What follows belongs to an exercise in optimizing a design on an open flow for small area; a production flow would make more cautious choices.
RTL that was checked went through simulation tests only; none was proved equivalent to the original.

job 5053:
## rcp
module rcp
    #(parameter DATA_WIDTH = 64,
      parameter CTRL_WIDTH=DATA_WIDTH/8,
      parameter UDP_REG_SRC_WIDTH = 2)
   ( 
    output   [DATA_WIDTH-1:0]        out_data,
    output   [CTRL_WIDTH-1:0]        out_ctrl,
    output                              out_wr,
    input                               out_rdy,
    input  [DATA_WIDTH-1:0]            in_data,
    input  [CTRL_WIDTH-1:0]            in_ctrl,
    input                              in_wr,
    output                             in_rdy,
    input                              reg_req_in,
    input                              reg_ack_in,
    input                              reg_rd_wr_L_in,
    input  [23-1:0]   reg_addr_in,
    input  [32-1:0]  reg_data_in,
    input  [UDP_REG_SRC_WIDTH-1:0]     reg_src_in,
    output                             reg_req_out,
    output                             reg_ack_out,
    output                             reg_rd_wr_L_out,
    output  [23-1:0]  reg_addr_out,
    output  [32-1:0] reg_data_out,
    output  [UDP_REG_SRC_WIDTH-1:0]    reg_src_out,
    input                              clk,
    input                              reset);
Size: ~4900 cells after synthesis, about 1400 flip-flops, roughly 270 I/O pins.
==> module generic_regs, before the edit <==
module generic_regs
  #(parameter UDP_REG_SRC_WIDTH = 2,
    parameter TAG               = 0,
    parameter REG_ADDR_WIDTH    = 6,
    parameter NUM_SOFTWARE_REGS = 4,
    parameter NUM_HARDWARE_REGS = 20)
   (
    input                                  reg_req_in,
    input                                  reg_ack_in,
    input                                  reg_rd_wr_L_in,
    input      [23-1:0]   reg_addr_in,
    input      [32-1:0]  reg_data_in,
    input      [UDP_REG_SRC_WIDTH-1:0]     reg_src_in,
    output reg                             reg_req_out,
    output reg                             reg_ack_out,
    output reg                             reg_rd_wr_L_out,
    output reg [23-1:0]   reg_addr_out,
    output reg [32-1:0]  reg_data_out,
    output reg [UDP_REG_SRC_WIDTH-1:0]     reg_src_out,
    output [NUM_SOFTWARE_REGS*32-1:0] software_regs,
    input  [NUM_HARDWARE_REGS*32-1:0] hardware_regs,
    input                                  clk,
    input                                  reset);
   localparam DW = 32;
   localparam NR = NUM_SOFTWARE_REGS + NUM_HARDWARE_REGS;
   reg  [NUM_SOFTWARE_REGS*DW-1:0] sw_reg;
   wire [NR*DW-1:0] all_regs = {hardware_regs, sw_reg};
   wire [REG_ADDR_WIDTH-1:0] addr = reg_addr_in[REG_ADDR_WIDTH-1:0];
   wire hit  = reg_req_in &
               (reg_addr_in[23-1:REG_ADDR_WIDTH] == TAG);
   wire good = addr < NR;
   wire pass = ~reset & ~hit;
   wire dead = ~reset & hit & ~good;
   reg  [NR-1:0] sel;
   integer i;
   always @(*)
     for (i = 0; i < NR; i = i + 1)
       sel[i] = ~reset & hit & (addr == i);
   reg [DW-1:0] rd_data;
   always @(*) begin
      rd_data = ({DW{pass}} & reg_data_in) | ({DW{dead}} & 32'hdead_beef);
      for (i = 0; i < NR; i = i + 1)
        rd_data = rd_data | ({DW{sel[i]}} & all_regs[i*DW +: DW]);
   end
   assign software_regs = sw_reg;
   always @(posedge clk) begin
      reg_rd_wr_L_out <= reg_rd_wr_L_in;
      reg_addr_out    <= reg_addr_in;
      reg_src_out     <= reg_src_in;
      reg_req_out     <= ~reset & reg_req_in;
      reg_ack_out     <= ~reset & (hit | reg_ack_in);
      reg_data_out    <= rd_data;
   end
   wire [DW-1:0] sw_d = reg_data_in & {DW{~reset}};
   genvar j;
   generate
      for (j = 0; j < NUM_SOFTWARE_REGS; j = j + 1) begin : g_sw
         always @(posedge clk)
           if (reset | (sel[j] & ~reg_rd_wr_L_in))
             sw_reg[j*DW +: DW] <= sw_d;
      end
   endgenerate
endmodule  
==> module rcp_acc_sum, before the edit <==
module rcp_acc_sum
  #(parameter W  = 64,
    parameter XW = 16,
    parameter BLK = 8,
    parameter FAN = 8)
   (
    input      [XW-1:0] x,
    output reg [W-1:0]  q,
    input               reset,
    input               clk
   );
   wire [W:0]   c;
   wire [W-1:0] s;
   assign c[0] = 1'b0;
   genvar i;
   generate
      for (i = 0; i < W; i = i + 1) begin : g_bit
         if (i < XW) begin : g_lo
            if (XW <= FAN || i < FAN) begin : g_fa
               assign s[i]   = q[i] ^ x[i] ^ c[i];
               assign c[i+1] = (q[i] & x[i]) | (c[i] & (q[i] ^ x[i]));
            end
            else if (i == FAN) begin : g_add
               assign {c[XW], s[XW-1:FAN]} = {1'b0, q[XW-1:FAN]} + {1'b0, x[XW-1:FAN]} + c[FAN];
            end
         end
         else begin : g_inc
            assign s[i] = q[i] ^ c[i];
            if (i + 1 < W && (i + 1 - XW) % BLK == 0) begin : g_skip
               assign c[i+1] = c[XW] & (&q[i:XW]);
            end
            else begin : g_ha
               assign c[i+1] = q[i] & c[i];
            end
         end
      end
   endgenerate
   always @(posedge clk)
     q <= reset ? {W{1'b0}} : s;
endmodule  
Settings: LEC_CHECK=0, CAP_MARGIN=20, CORE_MARGIN=2, CORE_UTILIZATION=55, CTS_BUF_LIST=sky130_fd_sc_hd__clkbuf_16, CTS_CLUSTER_DIAMETER=100, CTS_CLUSTER_SIZE=26, SLEW_MARGIN=20; clock period 8.0 ns.
standard.sh (not shown) runs the stock make flow with config.mk's settings and CLKGATE_MAP_FILE= SYNTH_SCRIPT=/design/flow/synth_recipe.tcl, a recipe that flattens the netlist after the stock synthesis.
==> flow/flow/run.sh <==
#!/bin/bash
# The standard layout (bash standard.sh, unchanged synthesis and steps),
# with one change: buffer_ports uses the smallest buffer cell, buf_1, for the
# buffer on every input and output port. The make output goes to
# standard_make.log here; ORFS writes each step's log under orfs/logs/.
set -uo pipefail
bash standard.sh "BUFFER_PORTS_ARGS=-buffer_cell sky130_fd_sc_hd__buf_1" finish \
  > standard_make.log 2>&1
status=$?
tail -n 20 standard_make.log
exit $status
[inputs] job 3023 vs job 5053
--- a/flow/design.v
+++ b/flow/design.v
@@ -101,17 +101,18 @@
       reg_src_out     <= reg_src_in;
       reg_req_out     <= ~reset & reg_req_in;
       reg_ack_out     <= ~reset & (hit | reg_ack_in);
       reg_data_out    <= rd_data;
    end
-   wire [DW-1:0] sw_d = reg_data_in & {DW{~reset}};
    genvar j;
    generate
       for (j = 0; j < NUM_SOFTWARE_REGS; j = j + 1) begin : g_sw
          always @(posedge clk)
-           if (reset | (sel[j] & ~reg_rd_wr_L_in))
-             sw_reg[j*DW +: DW] <= sw_d;
+           if (reset)
+             sw_reg[j*DW +: DW] <= {DW{1'b0}};
+           else if (sel[j] & ~reg_rd_wr_L_in)
+             sw_reg[j*DW +: DW] <= reg_data_in;
       end
    endgenerate
 endmodule  
 module rcp_parser_control
    (
@@ -242,12 +243,15 @@
                assign c[i+1] = q[i] & c[i];
             end
          end
       end
    endgenerate
-   always @(posedge clk)
-     q <= reset ? {W{1'b0}} : s;
+   always @(posedge clk or posedge reset)
+     if (reset)
+       q <= {W{1'b0}};
+     else
+       q <= s;
 endmodule  
 module rcp
     #(parameter DATA_WIDTH = 64,
       parameter CTRL_WIDTH=DATA_WIDTH/8,
       parameter UDP_REG_SRC_WIDTH = 2)
Share of the final layout cell area in multi-input gates in job 3023 vs job 5053: down 2.8 points
Comparing the two runs side by side, job 3023 comes out ahead of job 5053 on overall routed net length.
Compared with job 5053, job 3023 shows minimum clock period after layout lower by 0.14 ns.
Job 3023 vs. job 5053: number of cells on the worst reg-to-reg path has decreased; total non-filler cell area in the finished layout ~0 delta; fmax went up; remaining antenna violation count after routing held steady.
Taking job 5053 as the reference point, the routed length on met3 of job 3023 rises by about 23%.
Looking at job 3023 and job 5053, the global-route wire length before repair is a wash.
On worst clock skew: job 3023 sits below job 5053.
No functional check of the RTL was part of job 3023.

==> static timing again, ports no longer ideal <==
How much do the figures lean on ideal ports? The routed layouts below were timed once more, with nothing changed but the port constraints.
Step 1 sets driving cells, clkbuf_16 on the clock port and buf_2 on the other inputs (assumed; they add their load-dependent delay and slew).
Step 2 moves the port delays by t, midway between the first and last clock arrival at a register: inputs arrive t later, outputs are due t later. That takes back most of the time a late clock gives input paths.
Slacks: no drivers / after step 1 / after step 2; pairs: no drivers / after step 1.
run	t, ns	setup WS [ns]	hold WS [ns]	clock arrival spread, ns	worst register clock-pin slew, ns
job 5053	0.814	0.696 / 0.696 / 0.696	0.468 / 0.468 / 0.468	0.029 / 0.029	0.12 / 0.12
job 3023	0.802	0.839 / 0.839 / 0.839	0.459 / 0.459 / 0.459	0.027 / 0.028	0.11 / 0.11
After both steps setup and hold are still met in every run listed.
